From an optimization exercise on the open Yosys and OpenROAD flow, aimed at small area; shortcuts taken in it are not production practice. The RTL was checked by simulation tests, not by an equivalence proof against the original design. Power figures rest on the tool's default switching activity, not on a simulated workload.

==> flow/design.v <==
module reflet_alu
    #(parameter wordsize = 16
    )(
    input [wordsize-1:0] working_register,
    input [wordsize-1:0] other_register,
    input [wordsize-1:0] status_register,
    input [7:0] instruction,
    output [wordsize-1:0] out,
    output [3:0] out_reg
    );
    wire [3:0] opperand = instruction[7:4];
    wire [wordsize-1:0] defaultValue = 0;
    wire [wordsize-1:0] add_out = ( opperand == 4'h3 ? working_register + other_register : defaultValue );
    wire [wordsize-1:0] and_out = ( opperand == 4'h4 ? working_register & other_register : defaultValue );
    wire [wordsize-1:0] or_out  = ( opperand == 4'h5  ? working_register | other_register : defaultValue );
    wire [wordsize-1:0] xor_out = ( opperand == 4'h6 ? working_register ^ other_register : defaultValue );
    wire [wordsize-1:0] not_out = ( opperand == 4'h7 ? ~other_register : defaultValue );
    wire [wordsize-1:0] lsl_out = ( opperand == 4'h8 ? working_register << other_register : defaultValue );
    wire [wordsize-1:0] lsr_out = ( opperand == 4'h9 ? working_register >> other_register : defaultValue );
    wire [wordsize-1:0] cc2_out = ( instruction == 8'hE5 ? ~working_register + 1 : defaultValue );
    wire [wordsize-1:0] raw_out = ( opperand == 4'h1 || instruction == 8'hE0 || instruction == 8'hE9 ? working_register : defaultValue );
    wire [wordsize-1:0] set_out = ( opperand == 4'h2 ? instruction[3:0] : defaultValue );
    wire [wordsize-1:0] oth_out = ( opperand == 4'h0 ? other_register : defaultValue );
    wire [wordsize-1:0] out_nocmp = add_out | and_out | or_out | xor_out | not_out | lsl_out | lsr_out | cc2_out | raw_out | set_out | oth_out;
    wire [3:0] out_reg_nocmp = ( opperand == 4'h1 
                                    ? instruction[3:0] 
                                    : ( (instruction == 8'hE0 && status_register[0])
                                        ? 4'hE  
                                        : 4'h0 ));
    wire cmp_eq  = ( opperand == 4'hA ? working_register == other_register : 1'b0 );
    wire cmp_les = ( opperand == 4'hB ? working_register <  other_register : 1'b0 );
    wire cmp_cmpnot = ( instruction == 8'hE6 ? !status_register[0] : 1'b0 );
    wire cmp = cmp_eq | cmp_les | cmp_cmpnot;
    wire [wordsize-1:0] out_cmp = {status_register[wordsize-1:1], cmp};
    wire cmp_opp = (opperand == 4'hA) || (opperand == 4'hB) || (instruction == 8'hE6);
    assign out = (cmp_opp ? out_cmp : out_nocmp);
    assign out_reg = (cmp_opp ? 4'hD   : out_reg_nocmp);
endmodule
module reflet_addr #(
    parameter wordsize = 16
    )(
    input clk,
    input reset,
    input enable,
    input [wordsize-1:0] workingRegister,
    input [wordsize-1:0] programCounter,
    input [wordsize-1:0] stackPointer,
    input [wordsize-1:0] otherRegister,
    input [wordsize-1:0] statusRegister,
    input [7:0] reduced_behaviour_bits,
    input in_interrupt_context,
    output reg [7:0] instruction,
    output alignment_error,
    output reg [wordsize-1:0] addr,
    output [wordsize-1:0] data_out,
    input [wordsize-1:0] data_in,
    output write_en,
    output [wordsize-1:0] out,
    output [3:0] out_reg,
    output reg ram_not_ready
    );
    reg instruction_ok;
    wire [3:0] opperand = instruction[7:4];
    wire [wordsize-1:0] addr_pop = ( instruction == 8'hE3 || instruction == 8'hE2 ? stackPointer - wordsize/8 : 0 );  
    wire [wordsize-1:0] addr_push = ( instruction == 8'hE4 || instruction == 8'hE1 ? stackPointer : 0 );
    wire [wordsize-1:0] addr_reg = ( opperand == 4'hC || opperand == 4'hD ? otherRegister : 0 );
    wire [wordsize-1:0] addr_wr  = ( instruction == 8'hEA ? workingRegister : 0 );
    wire [wordsize-1:0] cpu_addr = ( instruction_ok ? addr_reg | addr_pop | addr_push | addr_wr : programCounter );  
    always @ (posedge clk)
        if (enable && reset)
            addr <= cpu_addr;
    assign out_reg = ( instruction == 8'hE2 || instruction == 8'hE1 ? 4'hE   : ( instruction == 8'hEA ? 4'hD   : 0 ) ); 
    wire [wordsize-1:0] data_in_cpu;
    wire returning_value = instruction == 8'hE3 || instruction == 8'hE2 || opperand == 4'hD;
    wire [wordsize-1:0] data_in_usable = ( returning_value ? (instruction == 8'hE2 ? data_in_cpu + 1 : data_in_cpu) : 0 );  
    wire [wordsize-1:0] wr_out = ( instruction == 8'hE4 || instruction == 8'hE1 || opperand == 4'hC || instruction == 8'hE7 ? workingRegister : 0 );  
    wire [wordsize-1:0] atom_out = ( instruction == 8'hEA ? ( |data_in_cpu ? statusRegister & ~1 : statusRegister | 1) : 0 );
    assign out = wr_out | data_in_usable | atom_out;
    wire [wordsize-1:0] data_out_wr   = ( instruction == 8'hE4 || opperand == 4'hC ? workingRegister : 0 );
    wire [wordsize-1:0] data_out_pc   = ( instruction == 8'hE1 ? programCounter : 0 );
    wire [wordsize-1:0] data_out_atom = (instruction == 8'hEA ? 1 : 0);
    wire [wordsize-1:0] data_out_cpu  = data_out_wr | data_out_pc | data_out_atom;
    reg byte_mode;
    wire [$clog2(wordsize/8):0] size_used_max = $clog2(wordsize/8);
    wire [$clog2(wordsize/8):0] size_normal_access = (reduced_behaviour_bits == 8'h0 ? size_used_max : reduced_behaviour_bits - 1);
    wire [$clog2(wordsize/8):0] size_used = 
        ( !instruction_ok ? 0 : 
          ( (!in_interrupt_context & byte_mode) ? 0 : (
            ( instruction_ok && (instruction == 8'hE3 || instruction == 8'hE4 || instruction == 8'hE2 || instruction == 8'hE1) ? size_used_max :
              (size_normal_access)))));
    always @ (posedge clk)
        if (!reset)
            byte_mode <= 0;
        else if(enable && (instruction == 8'hE7) && (!ram_not_ready))
            byte_mode <= !byte_mode;
    wire inst_read = opperand == 4'hD || instruction == 8'hE3 || instruction == 8'hE2 || instruction == 8'hEA;
    wire inst_write = opperand == 4'hC || instruction == 8'hE4 || instruction == 8'hE1 || instruction == 8'hEA;
    reg inst_mem, readying_ram, inst_mem_r, read_ready_reset, read_ready_latched;
    wire read_ready, write_ready;
    wire read_request = inst_mem & !inst_mem_r;
    reg [1:0] delay;  
    always @ (posedge clk)
        if (enable)
            inst_mem_r <= inst_mem;
    always @ (posedge clk)
        if (!reset)
            read_ready_latched <= 0;
        else if (enable)
            if (read_ready_reset)
                read_ready_latched <= 0;
            else if(read_ready)
                read_ready_latched <= 1;
    always @ (posedge clk)
        if (!reset)
        begin
            read_ready_reset <= 0;
            instruction_ok <= 0;
            inst_mem <= 0;
            ram_not_ready <= 1;
            readying_ram <= 0;
            delay <= 1;
        end
        else if (enable)
        begin
            if (instruction_ok)
            begin
                read_ready_reset <= 0;
                if (inst_mem)
                begin
                    if (inst_read & read_ready)
                    begin
                        readying_ram <= 1;
                        instruction_ok <= 0;
                    end
                    else if (inst_write & write_ready)
                    begin
                        readying_ram <= 1;
                        instruction_ok <= 0;
                    end
                end
                else
                begin
                    if (inst_read | inst_write)
                        inst_mem <= 1;
                    else
                    begin
                        readying_ram <= 1;
                        instruction_ok <= 0;
                    end
                end
            end
            else
            begin
                inst_mem <= 0;
                if (readying_ram)
                begin
                    ram_not_ready <= 0;
                    readying_ram <= 0;
                end
                else if (!ram_not_ready)
                begin
                    delay <= 1;
                    ram_not_ready <= 1;
                end
                else if (&delay)
                    delay <= 0;
                else if (|delay)
                    delay <= delay + 1;
                else
                begin
                    if (read_ready_latched)
                    begin
                        read_ready_reset <= 1;
                        instruction <= data_in_cpu;
                        instruction_ok <= 1;
                    end
                end
            end
        end
    reflet_mem_reader #(wordsize) reader (
        .clk(clk),
        .reset(reset),
        .enable(enable),
        .size_used(size_used),
        .addr(cpu_addr),
        .data_in_ram(data_in),
        .data_in_cpu(data_in_cpu),
        .read_request(delay == 2'b10 || read_request),
        .read_ready(read_ready));
    reflet_mem_writer #(wordsize) writer (
        .clk(clk),
        .reset(reset),
        .enable(enable),
        .size_used(size_used),
        .addr(cpu_addr),
        .data_in_ram(data_in),
        .data_out_cpu(data_out_cpu),
        .data_out_ram(data_out),
        .write_request(inst_write && read_ready && instruction_ok),
        .write_ready(write_ready));
    wire alignment_error_continuous;
    reflet_mem_shift_mask #(wordsize) rmsm (
        .addr(addr),
        .size_used(size_used),
        .mask(),
        .shift(),
        .alignment_error(alignment_error_continuous));
    assign write_en = write_ready;
    assign alignment_error = alignment_error_continuous & inst_mem;
endmodule
module reflet_mem_reader #(
    parameter wordsize = 16
    )(
    input clk,
    input reset,
    input enable,
    input [$clog2(wordsize/8):0] size_used,
    input [wordsize-1:0] addr,
    input [wordsize-1:0] data_in_ram,
    output reg [wordsize-1:0] data_in_cpu,
    input read_request,
    output reg read_ready
    );
    wire [wordsize-1:0] mask;
    wire [$clog2(wordsize):0] shift;
    reflet_mem_shift_mask #(wordsize) rmsm (
        .addr(addr),
        .size_used(size_used),
        .mask(mask),
        .shift(shift),
        .alignment_error());
    reg read_request_r;
    wire new_request = read_request & !read_request_r;
    reg new_request_r;
    always @ (posedge clk)
        if (!reset)
        begin
            read_request_r <= 0;
            new_request_r <= 0;
            read_ready <= 0;
        end
        else if(enable)
        begin
            read_request_r <= read_request;
            new_request_r <= new_request;
            if (new_request_r)
            begin
                data_in_cpu <= (data_in_ram & mask) >> shift;
                read_ready <= 1;
            end
            else
                read_ready <= 0;
        end
endmodule
module reflet_mem_writer #(
    parameter wordsize = 16
    )(
    input clk,
    input reset,
    input enable,
    input [$clog2(wordsize/8):0] size_used,
    input [wordsize-1:0] addr,
    input [wordsize-1:0] data_in_ram,
    input [wordsize-1:0] data_out_cpu,
    output reg [wordsize-1:0] data_out_ram,
    input write_request,
    output reg write_ready
    );
    wire [wordsize-1:0] mask;
    wire [$clog2(wordsize):0] shift;
    reflet_mem_shift_mask #(wordsize) rmsm (
        .addr(addr),
        .size_used(size_used),
        .mask(mask),
        .shift(shift),
        .alignment_error());
    wire [wordsize-1:0] data_to_write = (data_in_ram & ~mask) | ((data_out_cpu << shift) & mask);
    reg write_request_r;
    wire new_request = write_request & !write_request_r;
    always @ (posedge clk)
        if (!reset)
        begin
            write_request_r <= 0;
            write_ready <= 0;
        end
        else if(enable)
        begin
            write_request_r <= write_request;
            if (new_request)
            begin
                data_out_ram <= data_to_write;
                write_ready <= 1;
            end
            else
                write_ready <= 0;
        end
endmodule
module reflet_mem_shift_mask #(
    parameter wordsize = 16
)(
    input [wordsize-1:0] addr,
    input [$clog2(wordsize/8):0] size_used,
    output [wordsize-1:0] mask,
    output [$clog2(wordsize):0] shift,
    output alignment_error
    );
    wire [wordsize-1:0] invalid_addr_mask = (1 << size_used) - 1;
    assign alignment_error = |(addr & invalid_addr_mask);
    wire [wordsize-1:0] off_mask = (wordsize / 8) - 1;
    wire [wordsize-1:0] bytes_off_from_align = addr & off_mask;
    wire [wordsize-1:0] off_from_align = bytes_off_from_align * 8;
    assign shift = off_from_align[$clog2(wordsize):0];
    wire [wordsize-1:0] bits_used = (1 << size_used) * 8;
    wire [wordsize-1:0] size_mask = (1 << bits_used) - 1;
    assign mask = size_mask << shift;
endmodule
module reflet_interrupt#(
    parameter wordsize = 16
    )(
    input clk,
    input reset,
    input enable,
    input [3:0] interrupt_request,  
    input [7:0] instruction,
    input [wordsize-1:0] working_register,
    input [wordsize-1:0] program_counter,
    input [3:0] int_mask,
    output [wordsize-1:0] out,
    output [3:0] out_reg,
    output [wordsize-1:0] out_routine,
    input cpu_update,
    output interrupt,  
    output in_interrupt_context  
    );
    integer i;  
    wire [5:0] oppcode = instruction[7:2];
    wire [1:0] arg = instruction[1:0];
    wire [3:0] softint_request = (oppcode == 6'b111111 ?
        (4'h1 << arg) : 4'h0);
    wire [3:0] int_masked = (interrupt_request | softint_request) & int_mask;
    reg [3:0] int_masked_latched;
    always @ (posedge clk)
        if (!reset)
            int_masked_latched <= 0;
        else
            if (enable)
                for (i=0; i<4; i=i+1)
                begin
                if (cpu_update)
                    int_masked_latched[i] <= int_masked[i];
                else
                    if (int_masked[i])
                        int_masked_latched[i] <= 1;
                end
    reg [2:0] level;  
    assign in_interrupt_context = !(level == 4);
    reg [2:0] prev_level_slow;  
    wire [2:0] target_level = ( int_masked_latched[0] ? 0 :
                                ( int_masked_latched[1] ? 1 : 
                                  ( int_masked_latched[2] ? 2 :
                                    ( int_masked_latched[3] ? 3 : 4))));
    wire new_int = target_level < level;
    reg [2:0] level_memory [3:0];  
    reg [wordsize-1:0] addr_memory [3:0];
    wire [2:0] previous_level = ( level[2] ? 3'h4 : level_memory[level[1:0]] );
    wire [wordsize-1:0] previous_addr = ( level[2] ? 0 : addr_memory[level[1:0]] );
    always @ (posedge clk)
        if (!reset)
        begin
            level <= 4;
            for (i=0; i<4; i=i+1)
                addr_memory[i] <= 0;
        end
        else if (enable)
        begin
            if (new_int & cpu_update)
            begin
                level <= target_level;
                addr_memory[target_level] <= (oppcode == 6'b111111 ? program_counter + 1 : program_counter);
                level_memory[target_level] <= level;
            end
            else if (instruction == 8'hEB)
            begin
                if (cpu_update)
                begin
                    level <= previous_level;
                end
            end
            else if (oppcode == 6'b111110)
            begin
                addr_memory[arg] <= working_register;
            end
        end
    wire [wordsize-1:0] addr_memory_out =
        ( instruction == 8'hEB ? previous_addr :
          ( oppcode == 6'b111101 ? addr_memory[arg] :
            ( oppcode == 6'b111110 ? working_register : 0 )));
    reg [wordsize-1:0] routines [3:0];
    reg [wordsize-1:0] getint_out;
    always @ (posedge clk)
        if (!reset)
        begin
            getint_out <= 0;
            for (i=0; i<4; i=i+1)
                routines[i] <= 0;
        end
        else if(enable)
        begin
            if(oppcode == 6'b111011 && cpu_update)
            begin
                routines[arg] <= working_register;
                getint_out <= 0;
            end
            else if (oppcode == 6'b111100)
                getint_out <= routines[arg];
            else
                getint_out <= 0;
        end
    assign out = getint_out | addr_memory_out;
    assign out_reg = ( instruction == 8'hEB ? 4'hE   : 0 );
    assign interrupt = new_int;
    assign out_routine = routines[target_level]; 
endmodule
module reflet_cpu #(
    parameter wordsize = 16,
    debug_output = 1
    )(
    input clk,
    input reset,
    input enable,
    input [wordsize-1:0] data_in,
    output [wordsize-1:0] addr,
    output [wordsize-1:0] data_out,
    output write_en,
    output reg quit,  
    output debug,
    input [3:0] interrupt_request,
    output [wordsize-1:0] debug_wr
    );
    integer i;  
    reg [wordsize-1:0] registers [15:0];  
    wire [3:0] index_addr;
    wire [3:0] index_alu;
    wire [3:0] index_int;
    wire [3:0] index = index_addr | index_alu | index_int;
    wire [wordsize-1:0] content_addr, content_alu, content_int;
    reg [wordsize-1:0] content_addr_r, content_alu_r, content_int_r;
    wire [wordsize-1:0] content = content_addr_r | content_alu_r | content_int_r;
    always @ (posedge clk)
        if (!reset)
        begin
            content_alu_r <= 0;
            content_addr_r <= 0;
            content_int_r <= 0;
        end
        else
        begin
            content_alu_r <= content_alu;
            content_addr_r <= content_addr;
            content_int_r <= content_int;
        end
    wire [7:0] instruction;
    wire [3:0] argument_id = instruction[3:0];
    reg [7:0] instruction_alu, instruction_int, instruction_cpu;
    wire [wordsize-1:0] other_register = registers[argument_id];
    wire ram_not_ready;
    wire interrupt, in_interrupt_context;
    wire [wordsize-1:0] int_routine;
    wire alignment_error;
    wire [3:0] used_int = {interrupt_request[3:1], interrupt_request[0] | (registers[4'hD  ][5] & alignment_error)};  
    reflet_alu #(.wordsize(wordsize)) alu(
        .working_register(registers[4'h0  ]),
        .other_register(other_register),
        .status_register(registers[4'hD  ]),
        .instruction(instruction_alu),
        .out(content_alu),
        .out_reg(index_alu));
    wire [7:0] reduced_behaviour_bits = (wordsize == 8 ? 8'h0 : registers[4'hD  ][15:8]);
    reflet_addr #(.wordsize(wordsize)) ram_interface(
        .clk(clk),
        .reset(reset),
        .enable(enable & !quit),
        .workingRegister(registers[4'h0  ]),
        .programCounter(registers[4'hE  ]),
        .stackPointer(registers[4'hF  ]),
        .otherRegister(other_register),
        .statusRegister(registers[4'hD  ]),
        .reduced_behaviour_bits(reduced_behaviour_bits),
        .in_interrupt_context(in_interrupt_context),
        .instruction(instruction),
        .alignment_error(alignment_error),
        .addr(addr),
        .data_out(data_out),
        .data_in(data_in),
        .write_en(write_en),
        .out(content_addr),
        .out_reg(index_addr),
        .ram_not_ready(ram_not_ready));
    reflet_interrupt #(.wordsize(wordsize)) interrupt_ctrl (
        .clk(clk),
        .reset(reset),
        .enable(enable & !quit),
        .interrupt_request(used_int),
        .instruction(instruction_int),
        .working_register(registers[4'h0  ]),
        .program_counter(registers[4'hE  ]),
        .int_mask(registers[4'hD  ][4:1]),
        .out(content_int),
        .out_reg(index_int),
        .out_routine(int_routine),
        .cpu_update(!ram_not_ready),
        .interrupt(interrupt),
        .in_interrupt_context(in_interrupt_context));
    assign debug = instruction == 8'hE9 && !ram_not_ready;
    generate
        if (debug_output)
            assign debug_wr = registers[4'h0  ];
        else
            assign debug_wr = 0;
    endgenerate
    always @ (posedge clk)
        if(!reset)
        begin
           registers[4'h0  ] <= 0  ;
           registers[4'hD  ] <= 0  ;
           registers[4'hE  ] <= 4  ;
           registers[4'hF  ] <= 0  ;
           for(i=4'h1  ; i<=4'hC; i=i+1)
               registers[i] <= 0  ;
           quit = 0;
        end
        else if(enable & !quit)
        begin
            instruction_cpu <= instruction;
            instruction_int <= instruction;
            instruction_alu <= instruction;
            if(!ram_not_ready & !quit)
            begin
                if(interrupt)
                begin
                    registers[4'hE  ] <= int_routine;
                end
                else
                begin
                    case(instruction_cpu)
                        8'hE8 : quit <= 1'b1;
                        8'hE3 :
                        begin
                            registers[4'hF  ] <= registers[4'hF  ] - wordsize/8;
                            registers[index] <= content;
                        end
                        8'hE2 :
                        begin
                            registers[4'hF  ] <= registers[4'hF  ] - wordsize/8;
                            registers[index] <= content;
                        end
                        8'hE4 : registers[4'hF  ] <= registers[4'hF  ] + wordsize/8;
                        8'hE1 : 
                        begin
                            registers[4'hF  ] <= registers[4'hF  ] + wordsize/8;
                            registers[index] <= content;
                        end
                        default : registers[index] <= content;
                    endcase
                    if (index != 4'hE  )
                        registers[4'hE  ] <= registers[4'hE  ] + 1;
                end
            end
        end
endmodule
==> flow/run.sh <==
#!/bin/bash
# synth_recipe.tcl (not shown) runs the flow's synth.tcl, then flattens the netlist and writes it again
# the make line also repeats each setting of config.mk as NAME=value (left out here)
make -C /OpenROAD-flow-scripts/flow DESIGN_CONFIG=/design/flow/config.mk WORK_HOME=/design/flow/orfs CLKGATE_MAP_FILE= SYNTH_SCRIPT=/design/flow/synth_recipe.tcl finish
==> flow/config.mk <==
export PLATFORM = sky130hd
export DESIGN_NAME = reflet_cpu
export DESIGN_NICKNAME = reflet_cpu
export VERILOG_FILES = /design/flow/design.v
export SDC_FILE = /design/flow/constraint.sdc
export NUM_CORES = 4
export LEC_CHECK = 0
export CAP_MARGIN = 20
export CORE_MARGIN = 2
export CORE_UTILIZATION = 40
export SLEW_MARGIN = 20
==> flow/constraint.sdc <==
create_clock -name core_clock -period 8.0 [get_ports {clk}]
set_input_delay 1.6000 -clock core_clock [delete_from_list [all_inputs] [get_ports {clk}]]
set_output_delay 1.6000 -clock core_clock [all_outputs]
set_load 0.01 [all_outputs]
==> results of run 1 <==
-- worst max-delay path, delay by kind of cell --
kind	cells	cell delay, ps
simple gates	6	2480
compound gates	2	170
buf+inv	4	1740
-- synthesized netlist by cell type (30+ instances only) --
master | count | area [um2]
ha_1 | 74 | 926
dfxtp_1 | 94 | 1880
nor2_1 | 491 | 1840
nand2_1 | 251 | 942
edfxtp_1 | 461 | 13800
a21oi_1 | 117 | 586
mux4_2 | 116 | 2610
o21ai_0 | 115 | 576
a22oi_1 | 57 | 428
xnor2_1 | 42 | 368
nand3_1 | 55 | 275
xor2_1 | 37 | 324
mux2i_1 | 51 | 510
clkbuf_1 | 189 | 709
inv_1 | 87 | 327
nor3_1 | 102 | 510
nor2b_1 | 30 | 188
-- power breakdown --
part,leakage (uW),switching [uW],internal [uW]
clock,0.000954,1210,1650
combinational,0.00591,429,209
sequential,0.00540,90.1,3220
-- stage by stage --
step                      cell area (um2)  hold WS, ps
after global routing                34900          504
after global placement              32900          466
after floorplan                     30900          424
final                               34900          486
after CTS                           34800          489
after detailed placement            32900          470
-- final cells by class --
type                    count  area share
flip-flops and latches    555       0.451
multi-input cells        2023       0.402
clock buffers              74      0.0436
repair buffers            172      0.0424
well taps                1030      0.0370
clock inverters            36      0.0130
inverters                  96      0.0103
-- metal layers --
metal / up-vias / part of all wire / GRT usage
met3: 337 / 0.11 / 0.0614
met1: 12500 / 0.38 / 0.389
li1: 10800 / - / -
met4: 2 / 0.058 / 0.152
met5: - / 0.00012 / 0
met2: 1672 / 0.45 / 0.458
-- cell families (layout without fill, tap and decap cells) --
group | count (synthesis) | after routing | share of synthesized area
buffers and inverters | 333 | 378 | 0.0425
flip-flops | 555 | 555 | 0.509
AND/OR/NAND/NOR | 1095 | 1095 | 0.159
XOR/XNOR | 79 | 79 | 0.0224
multiplexers | 170 | 170 | 0.102
adder cells (fa/ha/maj) | 75 | 75 | 0.0306
AO/OA/AOI/OAI | 604 | 604 | 0.135
-- cells in the final DEF (no fill, tap or decap), types with 72 or more instances in the layout --
cell / instances
nor3_1: 84
inv_1: 86
buf_4: 99
clkdlybuf4s50_1: 72
ha_1: 74
a21oi_1: 117
o21ai_0: 112
nand2_1: 251
dfxtp_1: 91
edfxtp_1: 461
mux4_2: 116
nor2_1: 491
-- worst max-delay path by stage --
stage | start | to | cells past startpoint
finish | enable | interrupt_ctrl.addr_memory[0][7]$_SDFFCE_PN0P_ | 12
global route | enable | interrupt_ctrl.addr_memory[0][9]$_SDFFCE_PN0P_ | 12
floorplan | reset | interrupt_ctrl.addr_memory[1][0]$_SDFFCE_PN0P_ | 11
detailed placement | enable | interrupt_ctrl.addr_memory[0][2]$_SDFFCE_PN0P_ | 12
CTS | enable | interrupt_ctrl.addr_memory[0][13]$_SDFFCE_PN0P_ | 12
global placement | enable | interrupt_ctrl.addr_memory[0][10]$_SDFFCE_PN0P_ | 12
==> results.txt, run 1 <==
unrepaired setup endpoints after global routing=no; min setup slack post-route=about 2200 ps; DP Cell Count=3875; Fin. Hold Viols=0; Slowest-stage cell, CP=nand2_1; Worst Path Required=~8200 ps; fmax=around 170 MHz; pwr dens=around 200 nW/um2; Sink Count=between 500 and 600; critical-path cell list=clkdlybuf4s50_1, nand2b_1, clkinv_1, nand2_1, clkinv_1, nand2_1, a311oi_2, buf_4, nand2b_1, o21ai_0, nand2_1, nand2_1; vias in the first global route=about 24000; RR Endpoint=content_alu_r[13]$_SDFF_PN0_; first-pass GRT wire length=between 150 and 200 mm; EDFF count, synth=between 400 and 500; slew margin rel.=0.229; setup bufs post-CTS=0; clock latency (worst-skew pair)=approximately 650 ps; WL per Instance=29.8 um; largest net degree at the start of global routing=between 50 and 60; final WL=around 120 mm; share of cells above drive strength 1=0.128; Multi-input gate area=about 14000 um2; Final Non-Filler Cells=3986; nets@finish=~3000; CTS tree=yes; Biggest register=registers; I/O Pins=74; Core Rows=~100; DRT iter0 DRCs=3707; placed wire-length estimate=just over 80 mm; Layout area overhead=12.8%; CP max stage delay=about 670 ps; maximum clock insertion buffer count=3; critical hold path startpoint=ram_interface.writer.write_request_r$_SDFFE_PN0P_; drt first pass iters=8; initial antenna violation count=1; post-cts gate resize count=0; outcome=finished clean; total power=around 6800 uW; vias per cell=approximately 6.4; fill count=roughly 7000; Via Count=approximately 25000; Max Slew Vio Count=0; gr ovfl total=0; Starting Density=0.406; Final Util=0.457; CP Max Fanout=17; Primary FF master, synth=edfxtp_1; TNS Setup=0 ps; Worst Setup Start Kind=input port; cell count of the worst reg-to-reg path=15; Place WS=1330 ps; drt drc=0; Setup Skew=between 30 and 40 ps; Antenna Nets Post-Route=0; ys async rst share=0; Port Buffers=73; total core area=76200 um2; critical path arrival=~6000 ps; Die ar.=around 80000 um2; TritonCTS buffer count=a little under 60; Worst R2R Setup Slack=about 2400 ps; Hold Buf Count CTS=0; worst hold path class=register to register; number of diodes=0; clock transition at the registers of the reported paths=~60 ps; Leak=0.0123 uW; Root Driver=clkbuf_16; biggest regs=registers: 256 flops, interrupt_ctrl.addr_memory: 64 flops, interrupt_ctrl.routines: 64 flops; sequential cell area=between 15000 and 20000 um2; Yosys reg bits=approximately 560; Worst path most repeated cell=nand2_1; worst hold path cell count=2; chip width=282 um; Placer Congestion=between 0.9 and 1; Crit. End Element=register; Crit Path Class=input port to register; peak supply drop=0.000191 V; worst hold endpoint=ram_interface.writer.write_request_r$_SDFFE_PN0P_; Syn Area/Cell=around 11 um2; Max Cap Viol=0; Synth Net Count=between 3000 and 4000; Largest register FFs=around 260; Final setup viols=0; Yosys warnings=5; die height=~280 um; slew of the pin with the lowest slew margin=between 1000 and 1500 ps; Unique masters post-synth=85; cell count after synthesis=between 2000 and 3000; H-tree depth=2; mapped cell area=approximately 31000 um2; final period utilization=0.729; Seq/Total Area, Yosys=0.509; Tmin final=5830 ps; GRT Util Overall=0.295
==> inputs of run 2 (changes only) <==
--- a/flow/design.v
+++ b/flow/design.v
@@ -361,7 +361,11 @@
                                     ( int_masked_latched[3] ? 3 : 4))));
     wire new_int = target_level < level;
-    reg [2:0] level_memory [3:0];  
+    reg [1:0] level_memory_0, level_memory_1;
+    reg level_memory_2;
     reg [wordsize-1:0] addr_memory [3:0];
-    wire [2:0] previous_level = ( level[2] ? 3'h4 : level_memory[level[1:0]] );
+    wire [2:0] level_memory_out = ( level[1:0] == 2'd0 ? {1'b0, level_memory_0} + 3'd1 :
+                                  ( level[1:0] == 2'd1 ? {1'b0, level_memory_1} + 3'd1 :
+                                  ( level[1:0] == 2'd2 ? {level_memory_2, ~level_memory_2, ~level_memory_2} : 3'h4 )));
+    wire [2:0] previous_level = ( level[2] ? 3'h4 : level_memory_out );
     wire [wordsize-1:0] previous_addr = ( level[2] ? 0 : addr_memory[level[1:0]] );
     always @ (posedge clk)
@@ -378,5 +382,10 @@
                 level <= target_level;
                 addr_memory[target_level] <= (oppcode == 6'b111111 ? program_counter + 1 : program_counter);
-                level_memory[target_level] <= level;
+                case (target_level[1:0])
+                    2'd0 : level_memory_0 <= level[1:0] - 2'd1;
+                    2'd1 : level_memory_1 <= level[1:0] - 2'd1;
+                    2'd2 : level_memory_2 <= level[2];
+                    default : ;
+                endcase
             end
             else if (instruction == 8'hEB)
@@ -397,9 +406,10 @@
             ( oppcode == 6'b111110 ? working_register : 0 )));
     reg [wordsize-1:0] routines [3:0];
-    reg [wordsize-1:0] getint_out;
+    reg getint_valid, getint_valid_d;
+    reg [1:0] getint_arg, getint_arg_d;
     always @ (posedge clk)
         if (!reset)
         begin
-            getint_out <= 0;
+            getint_valid <= 0;
             for (i=0; i<4; i=i+1)
                 routines[i] <= 0;
@@ -410,11 +420,20 @@
             begin
                 routines[arg] <= working_register;
-                getint_out <= 0;
+                getint_valid <= 0;
             end
             else if (oppcode == 6'b111100)
-                getint_out <= routines[arg];
+            begin
+                getint_valid <= 1;
+                getint_arg <= arg;
+            end
             else
-                getint_out <= 0;
+                getint_valid <= 0;
         end
+    always @ (posedge clk)
+    begin
+        getint_valid_d <= getint_valid;
+        getint_arg_d <= getint_arg;
+    end
+    wire [wordsize-1:0] getint_out = ( getint_valid_d ? routines[getint_arg_d] : 0 );
     assign out = getint_out | addr_memory_out;
     assign out_reg = ( instruction == 8'hEB ? 4'hE   : 0 );
@@ -445,22 +464,10 @@
     wire [3:0] index = index_addr | index_alu | index_int;
     wire [wordsize-1:0] content_addr, content_alu, content_int;
-    reg [wordsize-1:0] content_addr_r, content_alu_r, content_int_r;
-    wire [wordsize-1:0] content = content_addr_r | content_alu_r | content_int_r;
-    always @ (posedge clk)
-        if (!reset)
-        begin
-            content_alu_r <= 0;
-            content_addr_r <= 0;
-            content_int_r <= 0;
-        end
-        else
-        begin
-            content_alu_r <= content_alu;
-            content_addr_r <= content_addr;
-            content_int_r <= content_int;
-        end
+    wire [wordsize-1:0] content = content_addr | content_alu | content_int;
     wire [7:0] instruction;
     wire [3:0] argument_id = instruction[3:0];
-    reg [7:0] instruction_alu, instruction_int, instruction_cpu;
+    reg [7:0] instruction_cpu;
+    wire [7:0] instruction_alu = instruction_cpu;
+    wire [7:0] instruction_int = instruction_cpu;
     wire [wordsize-1:0] other_register = registers[argument_id];
     wire ram_not_ready;
@@ -533,6 +540,4 @@
         begin
             instruction_cpu <= instruction;
-            instruction_int <= instruction;
-            instruction_alu <= instruction;
             if(!ram_not_ready & !quit)
             begin
==> run 2 against run 1 <==
Routed wire length grew 2.7%. Core utilization shrank 0.46 points. Clock-buffer cell count decreased by 5. Combinational power fell by 1%. First-iteration DRC count is 4.8% lower. Clock power is 15% lower. Worst setup slack worse by 800 ps. Sequential cell count decreased by 65. Cell area decreased by 5.1%. Synthesized cell count shrank 3.1%. Die area is 4.4% lower. Cell count down 4.4%. Critical path type is now register to register. Largest cell class unchanged. Largest power group unchanged. Highest routed layer unchanged.
==> results.txt, run 2 <==
outcome=finished clean (unchanged); TNS Setup=0 ps (unchanged); slew of the pin with the lowest slew margin=1220 ps (was 1150 ps); clock transition at the registers of the reported paths=70 ps (was 60 ps); critical path arrival=6970 ps (was 6010 ps); Final setup viols=0 (unchanged); Net Sw Frac=0.259 (was 0.255); clock network power share=0.403 (was 0.420); H-tree depth=2 (unchanged); drt drc=0 (unchanged); Sink Count=490 (was 555); Via Count=24800 (was 25300); RR Endpoint=registers[9][11]$_SDFFCE_PN0P_ (was content_alu_r[13]$_SDFF_PN0_); Worst Path Required=8330 ps (was 8180 ps); most common cell after layout, fill and taps aside=edfxtp_1 (was nor2_1); Unique masters post-synth=92 (was 85); ys async rst share=0 (unchanged); die height=276 um (was 282 um); EDFF count, synth=456 (was 461); Max Slew Vio Count=0 (unchanged); pwr dens=183 nW/um2 (was 195 nW/um2); mapped cell area=29500 um2 (was 30900 um2); Antenna Nets Post-Route=0 (unchanged); vias per cell=6.50 (was 6.36); critical hold path startpoint=interrupt_ctrl.getint_arg[0]$_DFFE_PP_ (was ram_interface.writer.write_request_r$_SDFFE_PN0P_); post-cts gate resize count=0 (unchanged); Biggest register=registers (unchanged); Worst R2R Setup Slack=1360 ps (was 2370 ps); Synth Net Count=2921 (was 3009); Compound-Gate Fraction of Synth Area=0.146 (was 0.135); Worst Setup Start Kind=register (was input port); Tmin final=6640 ps (was 5830 ps); ranking of synthesized cells by area=edfxtp_1 (46%), mux4_2 (8.5%), nor2_1 (5.5%), nand2_1 (3.3%), ha_1 (3.2%) (was edfxtp_1 (45%), mux4_2 (8.5%), dfxtp_1 (6.1%), nor2_1 (6.0%), nand2_1 (3.0%)); Die ar.=76100 um2 (was 79500 um2); Setup Skew=30.2 ps (was 31.2 ps); Primary FF master, synth=edfxtp_1 (unchanged); CP Max Fanout=45 (was 17); internal power=4480 uW (was 5080 uW); initial antenna violation count=1 (unchanged); area share of the largest cell type after synthesis=0.463 (was 0.448); Fin. Hold Viols=0 (unchanged); biggest regs=registers: 256 flops, interrupt_ctrl.addr_memory: 64 flops, interrupt_ctrl.routines: 64 flops (unchanged); most frequent cells after synthesis=edfxtp_1 (456), nor2_1 (430), nand2_1 (256) (was nor2_1 (491), edfxtp_1 (461), nand2_1 (251)); drt first pass iters=6 (was 8); unrepaired setup endpoints after global routing=no (unchanged); Placer Congestion=0.998 (about the same); number of diodes=0 (unchanged); Comb pwr share=0.104 (was 0.094); CTS tree=yes (unchanged); GRT Util Overall=0.316 (was 0.295); final period utilization=0.830 (was 0.729); fmax=151 MHz (was 171 MHz); maximum clock insertion buffer count=3 (unchanged); most common cell in the netlist=edfxtp_1 (was nor2_1); share of cells above drive strength 1=0.127 (was 0.128); cell area after placement=31400 um2 (was 32900 um2); vias in the first global route=23600 (was 24100); Layout area overhead=12.0% (was 12.8%); slew margin rel.=0.176 (was 0.229); Post-Synth Simple-Gate Area=0.163 (was 0.159); total core area=73100 um2 (was 76200 um2); largest net degree at the start of global routing=50 (was 59); cell count of the worst reg-to-reg path=16 (was 15); main combinational cell family by area after synthesis=simple AND/OR/NAND/NOR gates (unchanged); Crit Path Class=register to register (was input port to register); Root Driver=clkbuf_16 (unchanged); first-pass GRT wire length=171 mm (was 169 mm); gr ovfl total=0 (unchanged); top cell type by total area after synthesis=edfxtp_1 (unchanged); Largest register FFs=256 (unchanged); final WL=122 mm (was 119 mm); Post-Synth Adder-Cell Area=0.0329 (was 0.0306); I/O Pins=74 (unchanged); chip width=276 um (was 282 um); mux cell area share after synthesis=0.103 (was 0.102); Max Cap Viol=0 (unchanged); NetSw=1570 uW (was 1730 uW); Starting Density=0.404 (was 0.406); Crit. End Element=register (unchanged); most frequent cells in the layout=edfxtp_1 (456), nor2_1 (430), nand2_1 (256), a21oi_1 (128), mux4_2 (111) (was nor2_1 (491), edfxtp_1 (461), nand2_1 (251), a21oi_1 (117), mux4_2 (116)); Post-Synth XOR/XNOR Area=0.0246 (was 0.0224); DRT iter0 DRCs=3530 (was 3707); nets@finish=2909 (was 3004); peak supply drop=0.000180 V (was 0.000191 V); Port Buffers=73 (unchanged); fin area=33100 um2 (was 34900 um2); WL per Instance=32.0 um (was 29.8 um); worst hold path cell count=0 (was 2); clock latency (worst-skew pair)=630 ps (was 650 ps); sequential power share=0.493 (was 0.486); cell count after synthesis=2821 (was 2911); Leak=0.0116 uW (was 0.0123 uW); TritonCTS buffer count=52 (was 58); worst hold path class=register to register (unchanged); placed wire-length estimate=87.8 mm (was 82.6 mm); Yosys warnings=5 (unchanged); Seq/Total Area, Yosys=0.487 (was 0.509); Hold Buf Count CTS=0 (unchanged); min setup slack post-route=1360 ps (was 2170 ps); Place WS=1330 ps (about the same); Yosys reg bits=490 (was 555); Core Rows=99 (was 101); setup bufs post-CTS=0 (unchanged); Syn Area/Cell=10.5 um2 (was 10.6 um2)
run 2: power by group through the flow:
stage / clock network, uW / logic (uW) / registers (uW)
finish: 2440 / 630 / 2980
global route: 2530 / 656 / 2990
CTS: 2450 / 609 / 2980
detailed placement: 0 / 606 / 3030
global placement: 0 / 603 / 3030
floorplan: 0 / 370 / 2980
run 2: metal layers:
layer | wire length (um) | share of wire | track usage
met4 | 6220 | 0.051 | 0.143
met1 | 47800 | 0.39 | 0.421
met5 | 13 | 0.00011 | 0
met2 | 56100 | 0.46 | 0.505
met3 | 11700 | 0.096 | 0.0542
run 2: kinds of logic (layout without fill, tap and decap cells):
logic type               Yosys count  in the layout
adder cells (fa/ha/maj)           77             77
XOR/XNOR                          83             83
flip-flops                       490            490
AO/OA/AOI/OAI                    634            634
AND/OR/NAND/NOR                 1046           1046
multiplexers                     163            163
buffers and inverters            328            358
run 2: per-stage QoR:
stage          hold WS, ps  std cells  total power [uW]  utilization
2_1_floorplan          323       2821              3350            -
3_3_place_gp           326       3710              3630        0.429
3_5_place_dp           327       3711              3640        0.429
4_1_cts                339       3807              6040        0.452
5_1_grt                345       3810              6180        0.453
6_report               339       3810              6050        0.453
run 2: worst max-delay path by stage:
| stage | startpoint | end | cells after the start |
|---|---|---|---|
| final | register | registers[9][11]$_SDFFCE_PN0P_ | 16 |
| after global routing | register | registers[14][2]$_DFFE_PP_ | 16 |
| after CTS | register | registers[14][4]$_DFFE_PP_ | 17 |
| after detailed placement | enable | interrupt_ctrl.addr_memory[1][2]$_SDFFCE_PN0P_ | 10 |
| after global placement | register | registers[14][8]$_DFFE_PP_ | 16 |
| after floorplan | register | registers[0][11]$_SDFFCE_PN0P_ | 17 |
run 2: area by class of cell:
class	count	area, um2
fill	6847	40000
timing repair buffer	170	1490
clock buffer	69	1440
multi-input combinational	2003	14000
tap	959	1200
sequential	490	14400
clock inverter	27	244
inverter	92	345
run 2: critical path, stage by stage (launching register included):
cell      delay [ps]
dfxtp_4          940
mux4_2           630
mux2_2           340
nand2b_1         640
and2_1           470
inv_1            230
ha_1             270
nand2_1           60
o21ai_0          180
a211oi_1         500
o21bai_1         120
a21o_1           200
xor2_1           150
a221oi_1         920
a21boi_1         260
buf_4            280
nor2_1            80

-- separate check: timing with driven ports --
The flow's constraints put no driver on any port. The routed layouts listed below were extracted and timed again, unchanged, in two steps. Step 1: set_driving_cell puts a clkbuf_16 on clk and a buf_2 on each other input, an assumption about the parent block. Step 2 adds t to the input delays and takes it off the output delays; t is the mean of the earliest and latest rising clock arrival at the registers after step 1. Input paths then give back, and output paths get back, about the clock's delay inside the block. a / b / c = no drivers / after step 1 / after step 2; a / b = the first two.
run | t, ns | setup WS [ns] | hold WS [ns] | clock arrival spread, ns
run 1 | 0.698 | 2.166 / 2.200 / 1.503 | 0.486 / 0.486 / 0.486 | 0.032 / 0.031
run 2 | 0.677 | 1.362 / 1.362 / 1.362 | 0.339 / 0.339 / 0.339 | 0.030 / 0.030
After both steps every run listed still meets setup and hold. The setup slack of run 1, which loses most, moves by +0.034 ns with the drivers and by -0.663 ns with both steps.
